Source: an optimization exercise on an open RTL-to-GDS flow (aim: small area). Production flows keep margins and buffers that such runs may drop.
The RTL was checked by simulation tests, not by an equivalence proof against the original design.
Power figures rest on the tool's default switching activity, not on a simulated workload.

== build 9 ==
// CPU
module CPU(
    input [0:0] clk,
    input [0:0] reset,
    input [15:0] in,
    output [15:0] out,
    output [7:0] imem_addr,
    input [15:0] imem_data,
    output [7:0] dmem_addr,
    output [15:0] dmem_wdata,
    output dmem_we,
    input [15:0] dmem_rdata
);
Size: roughly 2500 cells after synthesis, ~270 flip-flops, about 99 I/O pins, about 0.017 sq mm of cells after synthesis.
export LEC_CHECK = 0
export ABC_AREA = 1
export CAP_MARGIN = 20
export CORE_MARGIN = 2
export CORE_UTILIZATION = 40
export CTS_BUF_LIST = sky130_fd_sc_hd__clkbuf_16
export CTS_CLUSTER_DIAMETER = 60
export CTS_CLUSTER_SIZE = 25
export SLEW_MARGIN = 20
create_clock -name core_clock -period 14.0 [get_ports {clk}]
run.sh (not shown) runs the stock make flow with config.mk's settings and CLKGATE_MAP_FILE= SYNTH_SCRIPT=/design/flow/synth_recipe.tcl, a recipe that flattens the netlist after the stock synthesis.
No stage failed in build 9, and the final checks on the layout all came back clean.
[inputs] build 35 vs build 9
Settings: CTS_CLUSTER_SIZE removed (was 25); CTS_CLUSTER_DIAMETER removed (was 60); ABC_AREA removed (was 1); CTS_BUF_LIST removed (was sky130_fd_sc_hd__clkbuf_16).
--- outcome ---
- [compare] base=build 9 new=build 35: worst setup slack after layout grew by 350 ps; per-instance average area after synthesis picked up an extra 15%.
- On build 35: met3 wirelength from detailed routing is 6.5% lower than what build 9 gave.
Inputs modified between build 35 and build 24:
Settings: CTS_BUF_LIST now sky130_fd_sc_hd__clkbuf_8, previously not set; ABC_AREA now 1, previously not set; CTS_CLUSTER_DIAMETER now 50, previously not set; CTS_CLUSTER_SIZE now 20, previously not set.
### Flow results
No run among build 24 and build 35 stopped early or left any final violation; all are clean. Build 24 ended up with sequential cells as its main power-consuming group; build 35 ended up with the clock network. Looking at die outline area, build 24 sits about 4% below build 35. Changes observed in build 24 relative to build 35: power share of the combinational group went up 1.9 points; number of H-tree branching levels decreased by 1 relative to the old numbers. Build 35 -> build 24: flip-flop and latch count after synthesis flat. Build 24: met1 usage 0.54 points above build 35.
Input-level comparison between build 55 and build 24:
Settings: CTS_CLUSTER_SIZE: 20 -> unset; CTS_CLUSTER_DIAMETER: 50 -> unset; CTS_BUF_LIST: sky130_fd_sc_hd__clkbuf_8 -> sky130_fd_sc_hd__clkbuf_4.
## What came out
Global routing usage on met1 ends up lower on build 55.
Build 55 ended up with more standard cells than build 24.
In the metrics for build 24 and build 55, the one carrying the lower sequential share of layout area is build 55.
Between build 55 and build 24, it is build 55 whose routed metal-1 wire length is higher, by 0.31%.

== run 1 ==
CPU, a different RTL version from the one above (not shown whole).
For scale: roughly 2,100 cells after synthesis, ~99 I/O pins.
clock: 14.0 ns
lec_check: 0
abc_area: 1
cap_margin: 20
core_margin: 2
core_utilization: 40
cts_buf_list: sky130_fd_sc_hd__clkbuf_8
cts_cluster_diameter: 60
cts_cluster_size: 14
slew_margin: 20
Run 1 reached the final stage; the timing, DRC and antenna checks on its layout passed.
### run 1 -> run 2
# run 1
export LEC_CHECK = 0
export ABC_AREA = 1
export CAP_MARGIN = 20
export CORE_MARGIN = 2
export CORE_UTILIZATION = 40
export CTS_BUF_LIST = sky130_fd_sc_hd__clkbuf_8
export CTS_CLUSTER_DIAMETER = 60
export CTS_CLUSTER_SIZE = 14
export SLEW_MARGIN = 20
create_clock -name core_clock -period 14.0 [get_ports {clk}]
# run 2
export LEC_CHECK = 0
export ABC_AREA = 1
export CAP_MARGIN = 20
export CORE_MARGIN = 2
export CORE_UTILIZATION = 40
export CTS_BUF_LIST = sky130_fd_sc_hd__clkbuf_8
export CTS_CLUSTER_DIAMETER = 70
export CTS_CLUSTER_SIZE = 12
export SLEW_MARGIN = 20
create_clock -name core_clock -period 14.0 [get_ports {clk}]
==> comparison <==
- Run 2 ends up with a relative contribution of combinational cells to total power that is 1.8 points higher than in run 1.
- Going from run 1 to run 2, growth of design area from synthesis to finish shrinks by 1.6 points.
- Run 1 | status: complete | timing, DRC, antenna: pass
- Run 2 closes out successfully: all stages finished, all timing, DRC and antenna checks passed.
- Final worst-path setup slack, run 1 and run 2: lower on run 1
- The global-route usage of run 1 and that of run 2 are within noise of each other.
- Detailed-routing wirelength on met1 delta for run 2 relative to run 1: 380 um lower
- From run 1 to run 2, synthesized area did not move at all.
- Diff run 1 -> run 2 | hold slack | decrease of 15 ps
- Diff run 2..run 1 | non-clock buffer count | negligible
- Post-synthesis share of cell area spent on full adders, half adders and majority gates: run 2 vs run 1 identical
Changes in run 3 relative to run 2:
# run 2
export LEC_CHECK = 0
export ABC_AREA = 1
export CAP_MARGIN = 20
export CORE_MARGIN = 2
export CORE_UTILIZATION = 40
export CTS_BUF_LIST = sky130_fd_sc_hd__clkbuf_8
export CTS_CLUSTER_DIAMETER = 70
export CTS_CLUSTER_SIZE = 12
export SLEW_MARGIN = 20
create_clock -name core_clock -period 14.0 [get_ports {clk}]
# run 3
export LEC_CHECK = 0
export ABC_AREA = 1
export CAP_MARGIN = 20
export CORE_MARGIN = 2
export CORE_UTILIZATION = 40
export CTS_BUF_LIST = sky130_fd_sc_hd__clkbuf_8
export CTS_CLUSTER_DIAMETER = 50
export CTS_CLUSTER_SIZE = 20
export SLEW_MARGIN = 20
create_clock -name core_clock -period 14.0 [get_ports {clk}]
### Flow results
Relative contribution of combinational cells to total power is lower on run 3
Run 3 against run 2: combinational power roughly the same; starting DRC count in detailed routing increased by 91 relative to the old numbers.

Another version of the RTL of CPU (not shown whole).
Size: about 2100 cells after synthesis, about 99 I/O pins.
// CPU
module CPU(
    input [0:0] clk,
    input [0:0] reset,
    input [15:0] in,
    output [15:0] out,
    output [7:0] imem_addr,
    input [15:0] imem_data,
    output [7:0] dmem_addr,
    output [15:0] dmem_wdata,
    output dmem_we,
    input [15:0] dmem_rdata
);
Settings: LEC_CHECK=0, ABC_AREA=1, CAP_MARGIN=20, CORE_MARGIN=2, CORE_UTILIZATION=40, CTS_BUF_LIST=sky130_fd_sc_hd__clkbuf_4, CTS_CLUSTER_DIAMETER=70, CTS_CLUSTER_SIZE=8, PLACE_DENSITY=0.92, SLEW_MARGIN=20; clock period 14.0 ns.
The baseline completed with no timing, DRC or antenna violations.
Change:
PLACE_DENSITY = 0.85   (was 0.92)
The new run went through all stages and came out clean.
Setup slack improved by 0.052 ns.
Non-clock buffer count went down by 11.
Clock-buffer cell count went up by 3.
Sequential share of layout area went up by 0.14 points.
Wire length went up by 0.38%.
Core utilization went down by 0.19 points.
Change:
CORE_UTILIZATION = 50   (was 40)
PLACE_DENSITY = default   (was 0.85)
After rerunning: The new run went through all stages and came out clean. Die area came out lower by 20%. Power increases by about 0.8%. Non-clock buffer count increases by 4. Utilization is higher by 11 points.
Change:
CORE_UTILIZATION = 40   (was 50)
CTS_BUF_LIST = sky130_fd_sc_hd__clkbuf_8   (was sky130_fd_sc_hd__clkbuf_4)
CTS_CLUSTER_SIZE = 12   (was 8)
What happened: Clock-buffer cell count shrinks by 13. Synthesized area is unchanged. Worst setup slack is better by 0.17 ns. Sequential power stays flat. Clock skew shrinks by 0.055 ns. Via count fell by about 3.4%. Total power climbs by about 4%. Register-to-register slack gains 0.17 ns.

Another version of the RTL of CPU (not shown whole).
Size in the first run: about 2000 cells after synthesis, about 15000 um^2 of cells after synthesis.
Settings: LEC_CHECK=0, ABC_AREA=1, CAP_MARGIN=0, CORE_MARGIN=2, CORE_UTILIZATION=40, CTS_BUF_LIST=sky130_fd_sc_hd__clkbuf_4, CTS_CLUSTER_DIAMETER=40, CTS_CLUSTER_SIZE=12, SLEW_MARGIN=0; clock period 14.0 ns.
The first run produced a clean layout.
Then changed:
CAP_MARGIN = 20   (was 0)
CORE_UTILIZATION = 65   (was 40)
CTS_BUF_LIST = sky130_fd_sc_hd__clkbuf_8   (was sky130_fd_sc_hd__clkbuf_4)
CTS_CLUSTER_DIAMETER = 50   (was 40)
CTS_CLUSTER_SIZE = 20   (was 12)
SLEW_MARGIN = 20   (was 0)
The new run completed with no timing, DRC or antenna violations.
Die area came out lower by well over a third.
Global-route usage climbs by 17 points.
Worst hold slack improves by 4.0 ps.
Count of clock-buffer cells in the layout is lower by 14.
Sequential power goes up slightly.
Synthesized area stays the same.
Power fell slightly.
Setup slack loses 79 ps.
Then changed:
CORE_UTILIZATION = 40   (was 65)
=> The new run completed without violations. Count of clock-buffer cells in the layout rose by 7. Utilization fell by 29 points. Routed wire length rose slightly. Final cell count rose by a little under a tenth. Critical path depth does not change.

RTL: one of the versions met above, not the one the previous note started from.
Size: roughly 2,100 cells after synthesis, roughly 270 flip-flops, roughly 15,000 um2 of cells after synthesis.
==> flow/config.mk <==
export PLATFORM = sky130hd
export DESIGN_NAME = CPU
export DESIGN_NICKNAME = CPU
export VERILOG_FILES = /design/flow/design.v
export SDC_FILE = /design/flow/constraint.sdc
export NUM_CORES = 4
export LEC_CHECK = 0
export ABC_AREA = 1
export CAP_MARGIN = 20
export CORE_MARGIN = 2
export CORE_UTILIZATION = 40
export CTS_BUF_LIST = sky130_fd_sc_hd__clkbuf_4
export CTS_CLUSTER_DIAMETER = 70
export CTS_CLUSTER_SIZE = 8
export PLACE_DENSITY = 0.75
export SLEW_MARGIN = 20
==> flow/constraint.sdc <==
create_clock -name core_clock -period 14.0 [get_ports {clk}]
set_input_delay 2.8000 -clock core_clock [delete_from_list [all_inputs] [get_ports {clk}]]
set_output_delay 2.8000 -clock core_clock [all_outputs]
set_load 0.01 [all_outputs]
Edit:
PLACE_DENSITY = not set   (was 0.75)
Outcome: Worst setup slack improves by 150 ps; routed wire length went up by 4.4%; core utilization rises by 0.16 points; maximum frequency is higher by about 1.2%.
Edit:
ABC_AREA = 0   (was 1)
PLACE_DENSITY = 0.85   (was not set)
Fmax fell by 3.3%.
Utilization stays flat.
Combinational power fell by about 8%.
Power fell by about 3%.
First-iteration DRC count rose by about 1.5%.
Die area rose by about 0.8%.
Sequential share of layout area fell by 0.19 points.
Setup slack is worse by 410 ps.
